From an optimization exercise on the open Yosys and OpenROAD flow, aimed at small area, a short achievable clock period and few clock cycles per item; shortcuts taken in it are not production practice.
In this exercise RTL edits were held to simulation tests only and were not proved equivalent to the original.
Power figures rest on the tool's default switching activity, not on a simulated workload.

**flow/config.mk**
```make
export PLATFORM = sky130hd
export DESIGN_NAME = sha256
export DESIGN_NICKNAME = sha256
export VERILOG_FILES = /design/flow/design.v
export SDC_FILE = /design/flow/constraint.sdc
export NUM_CORES = 8
export LEC_CHECK = 0
export CAP_MARGIN = 20
export CORE_MARGIN = 2
export CORE_UTILIZATION = 35
export CTS_BUF_LIST = sky130_fd_sc_hd__clkbuf_4 sky130_fd_sc_hd__clkbuf_8
export PLACE_DENSITY = 0.5
export SETUP_SLACK_MARGIN = 5
export SLEW_MARGIN = 20
export SYNTH_HIERARCHICAL = 1
export SYNTH_MINIMUM_KEEP_SIZE = 0
```
**flow/constraint.sdc**
```tcl
create_clock -name core_clock -period 10.0 [get_ports {clk}]
set_input_delay 2.0000 -clock core_clock [delete_from_list [all_inputs] [get_ports {clk}]]
set_output_delay 2.0000 -clock core_clock [all_outputs]
set_load 0.01 [all_outputs]
```
**flow/design.v**
```verilog
module sha256(
   input clk,
   input rst,
   input init_start,
   input [607:0] header,
   input [31:0] nonce_start,
   output found,
   output [31:0] nonce_out,
   output [255:0] hash_out
);
localparam [3:0] P_IDLE = 4'd0, P_S = 4'd1, P_J = 4'd2, P_B1 = 4'd3, P_F = 4'd4,
                 P_B2 = 4'd5, P_E = 4'd6, P_I = 4'd7, P_B3 = 4'd8, P_L = 4'd9,
                 P_DONE = 4'd10;
function [31:0] bswap(input [31:0] x);
   bswap = {x[7:0], x[15:8], x[23:16], x[31:24]};
endfunction
function [31:0] iv(input [2:0] k);
   case (k)
      3'd0: iv = 32'h6a09e667;
      3'd1: iv = 32'hbb67ae85;
      3'd2: iv = 32'h3c6ef372;
      3'd3: iv = 32'ha54ff53a;
      3'd4: iv = 32'h510e527f;
      3'd5: iv = 32'h9b05688c;
      3'd6: iv = 32'h1f83d9ab;
      default: iv = 32'h5be0cd19;
   endcase
endfunction
function [31:0] kc(input [5:0] t);
   case (t)
      6'd0: kc = 32'h428a2f98; 6'd1: kc = 32'h71374491; 6'd2: kc = 32'hb5c0fbcf; 6'd3: kc = 32'he9b5dba5;
      6'd4: kc = 32'h3956c25b; 6'd5: kc = 32'h59f111f1; 6'd6: kc = 32'h923f82a4; 6'd7: kc = 32'hab1c5ed5;
      6'd8: kc = 32'hd807aa98; 6'd9: kc = 32'h12835b01; 6'd10: kc = 32'h243185be; 6'd11: kc = 32'h550c7dc3;
      6'd12: kc = 32'h72be5d74; 6'd13: kc = 32'h80deb1fe; 6'd14: kc = 32'h9bdc06a7; 6'd15: kc = 32'hc19bf174;
      6'd16: kc = 32'he49b69c1; 6'd17: kc = 32'hefbe4786; 6'd18: kc = 32'h0fc19dc6; 6'd19: kc = 32'h240ca1cc;
      6'd20: kc = 32'h2de92c6f; 6'd21: kc = 32'h4a7484aa; 6'd22: kc = 32'h5cb0a9dc; 6'd23: kc = 32'h76f988da;
      6'd24: kc = 32'h983e5152; 6'd25: kc = 32'ha831c66d; 6'd26: kc = 32'hb00327c8; 6'd27: kc = 32'hbf597fc7;
      6'd28: kc = 32'hc6e00bf3; 6'd29: kc = 32'hd5a79147; 6'd30: kc = 32'h06ca6351; 6'd31: kc = 32'h14292967;
      6'd32: kc = 32'h27b70a85; 6'd33: kc = 32'h2e1b2138; 6'd34: kc = 32'h4d2c6dfc; 6'd35: kc = 32'h53380d13;
      6'd36: kc = 32'h650a7354; 6'd37: kc = 32'h766a0abb; 6'd38: kc = 32'h81c2c92e; 6'd39: kc = 32'h92722c85;
      6'd40: kc = 32'ha2bfe8a1; 6'd41: kc = 32'ha81a664b; 6'd42: kc = 32'hc24b8b70; 6'd43: kc = 32'hc76c51a3;
      6'd44: kc = 32'hd192e819; 6'd45: kc = 32'hd6990624; 6'd46: kc = 32'hf40e3585; 6'd47: kc = 32'h106aa070;
      6'd48: kc = 32'h19a4c116; 6'd49: kc = 32'h1e376c08; 6'd50: kc = 32'h2748774c; 6'd51: kc = 32'h34b0bcb5;
      6'd52: kc = 32'h391c0cb3; 6'd53: kc = 32'h4ed8aa4a; 6'd54: kc = 32'h5b9cca4f; 6'd55: kc = 32'h682e6ff3;
      6'd56: kc = 32'h748f82ee; 6'd57: kc = 32'h78a5636f; 6'd58: kc = 32'h84c87814; 6'd59: kc = 32'h8cc70208;
      6'd60: kc = 32'h90befffa; 6'd61: kc = 32'ha4506ceb; 6'd62: kc = 32'hbef9a3f7; default: kc = 32'hc67178f2;
   endcase
endfunction
function [31:0] rotr(input [31:0] x, input integer n);
   rotr = (x >> n) | (x << (32 - n));
endfunction
function [31:0] bsig0(input [31:0] x);
   bsig0 = rotr(x, 2) ^ rotr(x, 13) ^ rotr(x, 22);
endfunction
function [31:0] bsig1(input [31:0] x);
   bsig1 = rotr(x, 6) ^ rotr(x, 11) ^ rotr(x, 25);
endfunction
function [31:0] ssig0(input [31:0] x);
   ssig0 = rotr(x, 7) ^ rotr(x, 18) ^ (x >> 3);
endfunction
function [31:0] ssig1(input [31:0] x);
   ssig1 = rotr(x, 17) ^ rotr(x, 19) ^ (x >> 10);
endfunction
function [31:0] csa_s(input [31:0] x, input [31:0] y, input [31:0] z);
   csa_s = x ^ y ^ z;
endfunction
function [31:0] csa_c(input [31:0] x, input [31:0] y, input [31:0] z);
   csa_c = {(x[30:0] & y[30:0]) | (x[30:0] & z[30:0]) | (y[30:0] & z[30:0]), 1'b0};
endfunction
localparam [3:0] P_D = 4'd11, P_D1 = 4'd12;
reg [3:0] ph;
reg [5:0] cnt;
reg init_d;
always @(posedge clk) init_d <= init_start;
wire start = init_d & ~init_start;
reg found_r;
reg cap_r;
reg first;
reg [31:0] N;
reg hlt, heq, llt, leq;
wire found_d = hlt | (heq & llt);
reg [3:0] phn;
reg [5:0] cntn;
always @(*) begin
   phn = ph;
   cntn = cnt + 6'd1;
   case (ph)
      P_IDLE: begin cntn = 6'd0; if (start) phn = P_S; end
      P_S:  if (cnt == 6'd5) begin phn = P_J; cntn = 6'd0; end
      P_J:  if (cnt == 6'd3) begin phn = P_B1; cntn = 6'd0; end
      P_B1: if (cnt == 6'd63) phn = P_F;
      P_F:  if (cnt == 6'd3) begin phn = P_B2; cntn = 6'd0; end
      P_B2: if (cnt == 6'd63) phn = P_E;
      P_E:  if (cnt == 6'd3) begin phn = P_I; cntn = 6'd0; end
      P_I:  if (cnt == 6'd1) begin phn = P_B3; cntn = 6'd0; end
      P_B3: if (cnt == 6'd63) phn = P_L;
      P_L:  if (cnt == 6'd3) begin phn = cap_r ? P_D : P_B2; cntn = 6'd0; end
      P_D:  begin phn = P_D1; cntn = 6'd0; end
      P_D1: begin phn = found_d ? P_DONE : P_S; cntn = 6'd0; end
      default: cntn = 6'd0;
   endcase
end
wire nB = (phn == P_B1) | (phn == P_B2) | (phn == P_B3);
wire nE = (phn == P_E);
wire nL = (phn == P_L);
wire nF = (phn == P_F);
wire nR61 = (phn == P_B3) & (cntn == 6'd61);
reg c_isB, c_aiv, c_aF, c_aE, c_aL, c_kwen, c_E, c_L, c_L0, c_rot, c_F;
reg [1:0] c_ivi;
reg [31:0] K_r;
reg c_xa_a, c_xa_c, c_xa_d, c_ya_0, c_ya_2, c_ya_iv;
reg c_xe_e, c_xe_g, c_xe_h;
reg [1:0] c_yiv;     
reg [1:0] c_twi;     
reg c_R61;           
always @(posedge clk) begin
   if (rst) begin
      ph <= P_IDLE;
      cnt <= 6'd0;
      c_isB <= 1'b0; c_aiv <= 1'b0; c_aF <= 1'b0; c_aE <= 1'b0; c_aL <= 1'b0;
      c_kwen <= 1'b0; c_E <= 1'b0; c_L <= 1'b0; c_L0 <= 1'b0; c_rot <= 1'b0; c_F <= 1'b0;
      c_R61 <= 1'b0;
   end else begin
      ph <= phn;
      cnt <= cntn;
      c_isB <= nB;
      c_aiv <= (phn == P_J) | (phn == P_I) | (nE & cntn[1]);
      c_aF <= nF;
      c_aE <= nE & ~cntn[1];
      c_aL <= nL;
      c_kwen <= (nB & (cntn != 6'd63)) | ((cntn[1:0] == 2'd3) & ((phn == P_J) | nF | nL)) |
                ((phn == P_I) & cntn[0]);
      c_E <= nE;
      c_L <= nL;
      c_L0 <= nL & (cntn[1:0] == 2'd0);
      c_rot <= nF | nL | nE;
      c_F <= nF;
      c_R61 <= (phn == P_B3) & (cntn == 6'd61);
   end
   c_ivi <= (phn == P_J) ? ~cntn[1:0] : {nE, ~cntn[0]};
   c_xa_a <= nE & ~cntn[0];
   c_xa_c <= nE & cntn[0];
   c_xa_d <= ~nE;
   c_ya_0 <= nE & ~cntn[0];
   c_ya_2 <= nE & cntn[0];
   c_ya_iv <= ~nE;
   c_xe_e <= (nE & ~cntn[0]) | nR61;
   c_xe_g <= nE & cntn[0];
   c_xe_h <= ~nE & ~nR61;
   c_yiv <= nR61 ? 2'd0 : cntn[1:0];
   c_twi <= nR61 ? 2'd3 : ~cntn[1:0];
end
reg [4:0] ic;
reg [1:0] iblk;
reg [4:0] icn;
reg [1:0] iblkn;
always @(*) begin
   icn = ic;
   iblkn = iblk;
   if ((ph == P_IDLE && start) || (ph == P_D1 && !found_d)) begin
      icn = 5'd0; iblkn = 2'd1;
   end else if ((ph == P_B1 || ph == P_B3) && cnt == 6'd57) begin
      icn = 5'd0; iblkn = 2'd2;
   end else if (ph == P_B2 && cnt == 6'd59) begin
      icn = 5'd0; iblkn = 2'd3;
   end else if (!ic[4])
      icn = ic + 5'd1;
end
always @(posedge clk) begin
   if (rst) begin
      ic <= 5'd16;
      iblk <= 2'd0;
   end else begin
      ic <= icn;
      iblk <= iblkn;
   end
end
wire [31:0] Nplus = N + {31'd0, ~first};
always @(posedge clk) begin
   if (rst) begin
      N <= nonce_start;
      first <= 1'b1;
      found_r <= 1'b0;
   end else begin
      if (iblk == 2'd2 && ic == 5'd3) first <= 1'b0;
      if ((ph == P_L && cnt == 6'd3 && !cap_r) || (ph == P_D1 && !found_d)) N <= Nplus;
      if (ph == P_D1) begin
         if (found_d) found_r <= 1'b1;
         else first <= 1'b1;
      end
   end
end
reg [31:0] a, b, c, d, e, f, g, h;
reg [31:0] w [0:15];
reg [31:0] ma0, ma1, ma2, ma3, me0, me1, me2, me3;
wire [31:0] S1 = bsig1(e);
wire [31:0] CH = (e & f) ^ (~e & g);
wire [31:0] S0 = bsig0(a);
wire [31:0] MJ = (a & b) | (a & c) | (b & c);
wire [31:0] t1s = csa_s(h, S1, CH);
wire [31:0] t1c = csa_c(h, S1, CH);
wire [31:0] es = csa_s(d, t1s, t1c);
wire [31:0] ec = csa_c(d, t1s, t1c);
wire [31:0] enew;
cpa32 cpa_e(.x(es), .y(ec), .s(enew));
wire [31:0] as1 = csa_s(t1s, t1c, S0);
wire [31:0] ac1 = csa_c(t1s, t1c, S0);
wire [31:0] as2 = csa_s(as1, ac1, MJ);
wire [31:0] ac2 = csa_c(as1, ac1, MJ);
wire [31:0] anew;
cpa32 cpa_a(.x(as2), .y(ac2), .s(anew));
always @(posedge clk) K_r <= c_isB ? kc(cnt + 6'd2) : c_kwen ? 32'h71374491 : 32'h428a2f98;
wire [31:0] kv = c_kwen ? K_r : 32'd0;
wire [31:0] wv = c_kwen ? w[7] : 32'd0;
wire [31:0] hn = csa_s(g, kv, wv) + csa_c(g, kv, wv);
wire [31:0] xa = ({32{c_xa_a}} & a) | ({32{c_xa_c}} & c) | ({32{c_xa_d}} & d);
wire [31:0] ya = ({32{c_ya_0}} & ma0) | ({32{c_ya_2}} & ma2) | ({32{c_ya_iv}} & iv({1'b0, ~c_yiv}));
wire [31:0] addA = xa + ya;
wire [31:0] xe = ({32{c_xe_e}} & e) | ({32{c_xe_g}} & g) | ({32{c_xe_h}} & h);
wire [31:0] ye = ({32{c_ya_0}} & me0) | ({32{c_ya_2}} & me2) | ({32{c_ya_iv}} & iv({1'b1, ~c_yiv}));
wire [31:0] addE = xe + ye;
reg [31:0] a_oth, e_oth;
always @(*) begin
   if (c_aiv) begin
      a_oth = iv({1'b0, c_ivi});
      e_oth = iv({1'b1, c_ivi});
   end else if (c_aF) begin
      a_oth = addA;
      e_oth = addE;
   end else if (c_aE) begin
      a_oth = d;
      e_oth = h;
   end else begin
      a_oth = ma3;
      e_oth = me3;
   end
end
always @(posedge clk) begin
   a <= c_isB ? anew : a_oth;
   e <= c_isB ? enew : e_oth;
   b <= a; c <= b; d <= c;
   f <= e; g <= f; h <= hn;
end
wire [31:0] sched = ssig1(w[14]) + w[9] + ssig0(w[1]) + w[0];
wire [31:0] hw [0:18];
genvar gi;
generate for (gi = 0; gi < 19; gi = gi + 1) begin : g_hw
   assign hw[gi] = header[607 - 32*gi -: 32];
end endgenerate
reg [18:0] hsel;
wire [4:0] hidxn = (iblkn == 2'd2) ? (5'd16 + icn) : icn;
integer hi;
always @(posedge clk)
   for (hi = 0; hi < 19; hi = hi + 1) hsel[hi] <= (hidxn == hi);
reg [31:0] hword;
always @(*) begin
   hword = 32'd0;
   for (hi = 0; hi < 19; hi = hi + 1) hword = hword | ({32{hsel[hi]}} & hw[hi]);
end
reg [31:0] msg;
always @(*) begin
   msg = 32'd0;
   case (iblk)
      2'd1: msg = hword;
      2'd2: if (ic < 5'd3) msg = hword;
            else if (ic == 5'd3) msg = bswap(Nplus);
            else if (ic == 5'd4) msg = 32'h80000000;
            else if (ic == 5'd15) msg = 32'h00000280;
      2'd3: if (ic[4:2] == 3'd1) msg = addE;
            else if (ic == 5'd8) msg = 32'h80000000;
            else if (ic == 5'd15) msg = 32'h00000100;
      default: msg = 32'd0;
   endcase
end
integer k;
always @(posedge clk) begin
   for (k = 0; k < 15; k = k + 1) w[k] <= w[k+1];
   if (c_E) w[11] <= addA;
   w[15] <= ic[4] ? sched : msg;
end
wire ins = c_F | (c_L & cap_r);
always @(posedge clk) begin
   if (c_rot) begin
      ma1 <= ma0; ma2 <= ma1; ma3 <= ma2; ma0 <= ins ? addA : ma3;
      me1 <= me0; me2 <= me1; me3 <= me2; me0 <= ins ? addE : me3;
   end
end
reg [5:0] qs, qs1;
reg [1:0] rs;
reg [23:0] mant;
wire [7:0] sx = header[7:0] - 8'd3;
always @(posedge clk) begin
   qs <= sx[7:2];
   qs1 <= sx[7:2] + 6'd1;
   rs <= sx[1:0];
   mant <= {header[15:8], header[23:16], header[31:24]};
end
wire [55:0] mm = {32'd0, mant} << {rs, 3'b000};
reg [31:0] vh_r, vl_r;
reg [1:0] cmp_twi;
reg cmp_v, cmp_L0, cmp_cap;
wire [5:0] wh = {4'd1, cmp_twi};
wire [5:0] wl = {4'd0, cmp_twi};
wire [31:0] th = (wh == qs) ? mm[31:0] : (wh == qs1) ? mm[55:32] : 32'd0;
wire [31:0] tl = (wl == qs) ? mm[31:0] : (wl == qs1) ? mm[55:32] : 32'd0;
wire hlt_w, heq_w, llt_w, leq_w;
cmp32 cmph(.x(vh_r), .y(th), .lt(hlt_w), .eq(heq_w));
cmp32 cmpl(.x(vl_r), .y(tl), .lt(llt_w), .eq(leq_w));
always @(posedge clk) begin
   vh_r <= bswap(addE);
   vl_r <= bswap(addA);
   cmp_twi <= c_twi;
   cmp_v <= c_L;
   cmp_L0 <= c_L0;
   cmp_cap <= c_R61;
   if (cmp_cap) cap_r <= hlt_w | heq_w;
   if (cmp_v) begin
      hlt <= cmp_L0 ? hlt_w : (hlt | (heq & hlt_w));
      heq <= cmp_L0 ? heq_w : (heq & heq_w);
      llt <= cmp_L0 ? llt_w : (llt | (leq & llt_w));
      leq <= cmp_L0 ? leq_w : (leq & leq_w);
   end
end
assign found = found_r;
assign nonce_out = N;
assign hash_out = {bswap(me3), bswap(me2), bswap(me1), bswap(me0),
                   bswap(ma3), bswap(ma2), bswap(ma1), bswap(ma0)};
endmodule
module cmp32(input [31:0] x, input [31:0] y, output lt, output eq);
   wire [3:0] bl, be;
   genvar i;
   generate for (i = 0; i < 4; i = i + 1) begin : g_b
      assign bl[i] = x[8*i +: 8] < y[8*i +: 8];
      assign be[i] = x[8*i +: 8] == y[8*i +: 8];
   end endgenerate
   assign lt = bl[3] | (be[3] & bl[2]) | (be[3] & be[2] & bl[1]) | (be[3] & be[2] & be[1] & bl[0]);
   assign eq = &be;
endmodule
module cpa32(input [31:0] x, input [31:0] y, output [31:0] s);
   assign s = x + y;
endmodule
```
**flow/flow/run.sh**
```bash
#!/bin/bash
# Layout flow: the standard synthesis, then the standard ORFS steps with
# small port buffers and a tighter setup-repair margin.  Each step's full
# output goes to a log file in this folder (ORFS's own logs are kept under
# orfs/logs).
set -uo pipefail
EXTRA=$(cat flow/extra_vars.txt)
bash standard.sh synth > synth.log 2>&1 || { echo "synth failed"; exit 1; }
eval "bash standard.sh $EXTRA finish" > layout.log 2>&1 || { echo "layout failed"; exit 1; }
test -f out/final.def || { echo "no final.def"; exit 1; }
```
**flow/flow/extra_vars.txt**
```
'BUFFER_PORTS_ARGS=-buffer_cell sky130_fd_sc_hd__buf_1' SETUP_SLACK_MARGIN=5.5
```
**flow/standard.sh**
```bash
#!/bin/bash
# synth_recipe.tcl (not shown) runs the flow's synth.tcl, then flattens the netlist and writes it again
# the make line also repeats each setting of config.mk as NAME=value (left out here)
make -C /OpenROAD-flow-scripts/flow DESIGN_CONFIG=/design/flow/config.mk WORK_HOME=/design/flow/orfs CLKGATE_MAP_FILE= SYNTH_SCRIPT=/design/flow/synth_recipe.tcl "${@:-finish}"
```
==> results.txt <==
* Critical-path maximum fanout at 6
* Unrepaired setup endpoints after global routing: yes
* First-pass GRT wire length at 528000 um
* Die Span Y at 430 um
* Crit path required time at 10870 ps
* Combinational share of power at 0.577
* Max-slew violations at 0
* Worst Hold Class: reg -> reg
* Most flop-heavy register: w
* Sw Pwr at 13.7 mW
* Clock Tree Buf Depth at 3
* Switching share of power at 0.460
* # IOs at 932
* PD cells at 384 nW/um2
* Max incr delay on CP at 550 ps
* Total grt overflow at 0
* Later-pin clock latency in the skew report at 1030 ps
* Critical path cell sequence: xor2_1, xnor2_1, fa_1, inv_1, fa_1, fa_1, ha_1, a21oi_2, o21ai_0, a221oi_1, o21ai_0, a21oi_1, o21ai_0, xor2_1, nor2_1, o22ai_1
* Worst slew margin at 0.127
* Routed via count at 59.1k
* Clk_skew at 72.2 ps
* Syn. warnings at 8
* Slowest stage cell, crit path: fa_1
* Crit path DAT at 5460 ps
* Setup TNS at 0 ps
* Vias in the first global route at 56.1k
* Status: complete, no violations
* Max Clk Rate at 218 MHz
* FF+latch count, synth at 1260
* Initial DRC Count at 7793
* Wire per inst at 41.7 um
* H-tree depth at 4
* GP Congestion at 1.15
* Final Power at 29.8 mW
* Synth Flop Type: dfxtp_1
* Area grow syn2layout at 22.5%
* Layout net count at 8321
* Syn Area/Cell at 10.2 um2
* Row count at 156
* Fillers at 17.9k
* Sequential area share after synthesis at 0.444
* Asr flop ratio synth at 0
* Clk sinks at 1260
* Minimum clock period at 4600 ps
* Routed vias/inst at 6.04
* Drt total wl at 409000 um
* CP Launch Type: register
* Initial antenna violation count at 135
* Unique cell type count in the Yosys netlist at 108
* Share of total power in sequential cells at 0.248
* CTS tree: done
* Buf/Inv on CP at 1
* Most common cell after layout, fill and taps aside: buf_1
* Worst Setup End Kind: register
* Hold slack at 296 ps
* Area of the mapped netlist at 63400 um2
* CTS buffer count at 205
* Input/output buffers at 931
* Period utilization at 0.460
* Largest net degree at the start of global routing at 79
* Max cap viols at 0
* Tot GR Track Use at 0.430
* Most frequent cells in the layout: 930 x buf_1, 854 x dfxtp_1, 487 x nand2_1
* Hold-fix buffers, CTS at 0
* Fin cells at 9792
* Clock-pin slew on the worst setup and hold paths at 70 ps
* Final ANT Viol Nets at 0
* Residual DRC at 0
* Crit Path Class: reg -> reg
* Initial core utilization at 0.352
* Pint at 16.1 mW
* Finished Core Util at 0.431
* Setup-failing EPs final at 0
* Least-Margin Pin Slew at 1310 ps
* Final hold violations at 0
* Top delay family on crit path: adder cells
* Clock power share at 0.175
* Max reg flops at 512
* Die width at 430 um
* Post-synth EDFFs at 293
* Static Leak at 29.5 nW
* Root Driver: clkbuf_8
* Placed cell count at 9258
* Max VDD drop at 0.899 mV
* Layout cells sized above 1 at 0.154
* Core ar. at 180000 um2
* Post-DP HPWL at 334000 um
* Die area at 185000 um2
* TritonRoute pass-1 iters at 9
* Gate count after technology mapping at 6210
-- cell usage after synthesis, types with 81 or more instances --
cell type / n / area [um2]
a21o_1: 94 / 706
a21oi_1: 348 / 1740
a222oi_1: 101 / 1010
a22oi_1: 228 / 1710
clkbuf_1: 317 / 1190
dfxtp_1: 967 / 19400
edfxtp_1: 293 / 8800
fa_1: 219 / 4380
ha_1: 290 / 3630
inv_1: 323 / 1210
mux2i_1: 105 / 1050
nand2_1: 490 / 1840
nand3_1: 146 / 731
nand4_1: 81 / 507
nor2_1: 340 / 1280
o21ai_0: 251 / 1260
xnor2_1: 346 / 3030
xor2_1: 131 / 1150
-- what timing repair did --
action	4_1_cts	5_1_grt
pin swaps	44	106
resized for setup	241	236
setup buffers	29	38
endpoints found under the setup margin	169	90
cloned	0	2
-- Yosys stat by module (local to each module, per instance) --
module | copies in the design | cells inside | flip-flops and latches | cell area, um2
sha256 | 1 | 5514 | 1260 | 58300
cmp32 | 2 | 107 | 0 | 817
cpa32 | 2 | 241 | 0 | 1740
-- layout make-up --
cell class | count | area (um2) | area share
diodes | 77 | 193 | 0.00248
clock buffers | 304 | 3810 | 0.0491
clock inverters | 79 | 1040 | 0.0134
inverters | 328 | 1230 | 0.0158
multi-input cells | 4247 | 34900 | 0.449
flip-flops and latches | 1260 | 28400 | 0.365
well taps | 2370 | 2970 | 0.0382
repair buffers | 1127 | 5150 | 0.0663
-- metal layers --
metal  part of all wire  wire length [um]  global-route usage  vias up
met4               0.12             48700               0.417       52
met2               0.43            178000               0.648     3762
met5            0.00083               341                   0        -
met3              0.094             38300               0.131     1197
met1               0.35            144000               0.479    29655
li1                   -                 -                   -    24460
-- kinds of logic (layout without fill, tap and decap cells) --
kind of cell,count (synthesis),count (layout),synth area share
AOI/OAI and AO/OA,1643,1643,0.183
and+or+nand+nor,1402,1402,0.103
DFF,1260,1260,0.444
buffers and inverters,704,1838,0.0419
adders and majority gates,544,544,0.132
xor gates and xnor gates,478,478,0.0661
muxes,178,178,0.0298
other,1,79,0.0000591
-- power by group through the flow --
stage / clock network, mW / registers [mW] / logic, mW
final: 5.22 / 7.41 / 17.2
after global routing: 5.51 / 7.50 / 18.1
after CTS: 5.28 / 7.37 / 15.5
after detailed placement: 0 / 7.45 / 14.8
after global placement: 0 / 7.44 / 14.7
after floorplan: 0 / 6.98 / 9.36
-- path summary, 6_finish.rpt --
path	depth (start not counted)	from	slack, ps	end
min	0	w[2][0]$_DFF_P_	300	w[1][0]$_DFF_P_
min reg2reg	0	w[2][0]$_DFF_P_	300	w[1][0]$_DFF_P_
max	16	e[24]$_DFF_P_	5400	a[28]$_DFF_P_
max reg2reg	16	e[24]$_DFF_P_	5400	a[28]$_DFF_P_
-- metrics by stage --
step / setup slack [ps] / instance area, um2
after floorplan: 5710 / 63400
after global placement: 4200 / 69600
after detailed placement: 4360 / 69700
after CTS: 5360 / 75900
after global routing: 5340 / 77500
final: 5400 / 77700
Testbench counts, summed over its fixed seeds: cycles 859,950, nonces 6,203.

## separate check: timing with driven ports
In the flow no input, the clock included, has a driving cell. The finished layout below was timed again as built, in two steps.
Step 1 sets driving cells, clkbuf_16 on the clock port and buf_2 on the other inputs (assumed; they add their load-dependent delay and slew).
Step 2 moves the port delays by t, midway between the first and last clock arrival at a register: inputs arrive t later, outputs are due t later. That takes back most of the time a late clock gives input paths.
Three values: no drivers, after step 1, after step 2; two values: the first two.
t (ns): 1.089
setup slack, ns: 5.404 / 5.404 / 4.943
hold slack, ns: 0.296 / 0.296 / 0.296
worst setup path after step 2: input to register
worst data-port slew with drivers (ns): 0.47
After both steps setup and hold are still met in this run. The setup slack of this run moves by 0.000 ns with the drivers and by -0.461 ns with both steps.
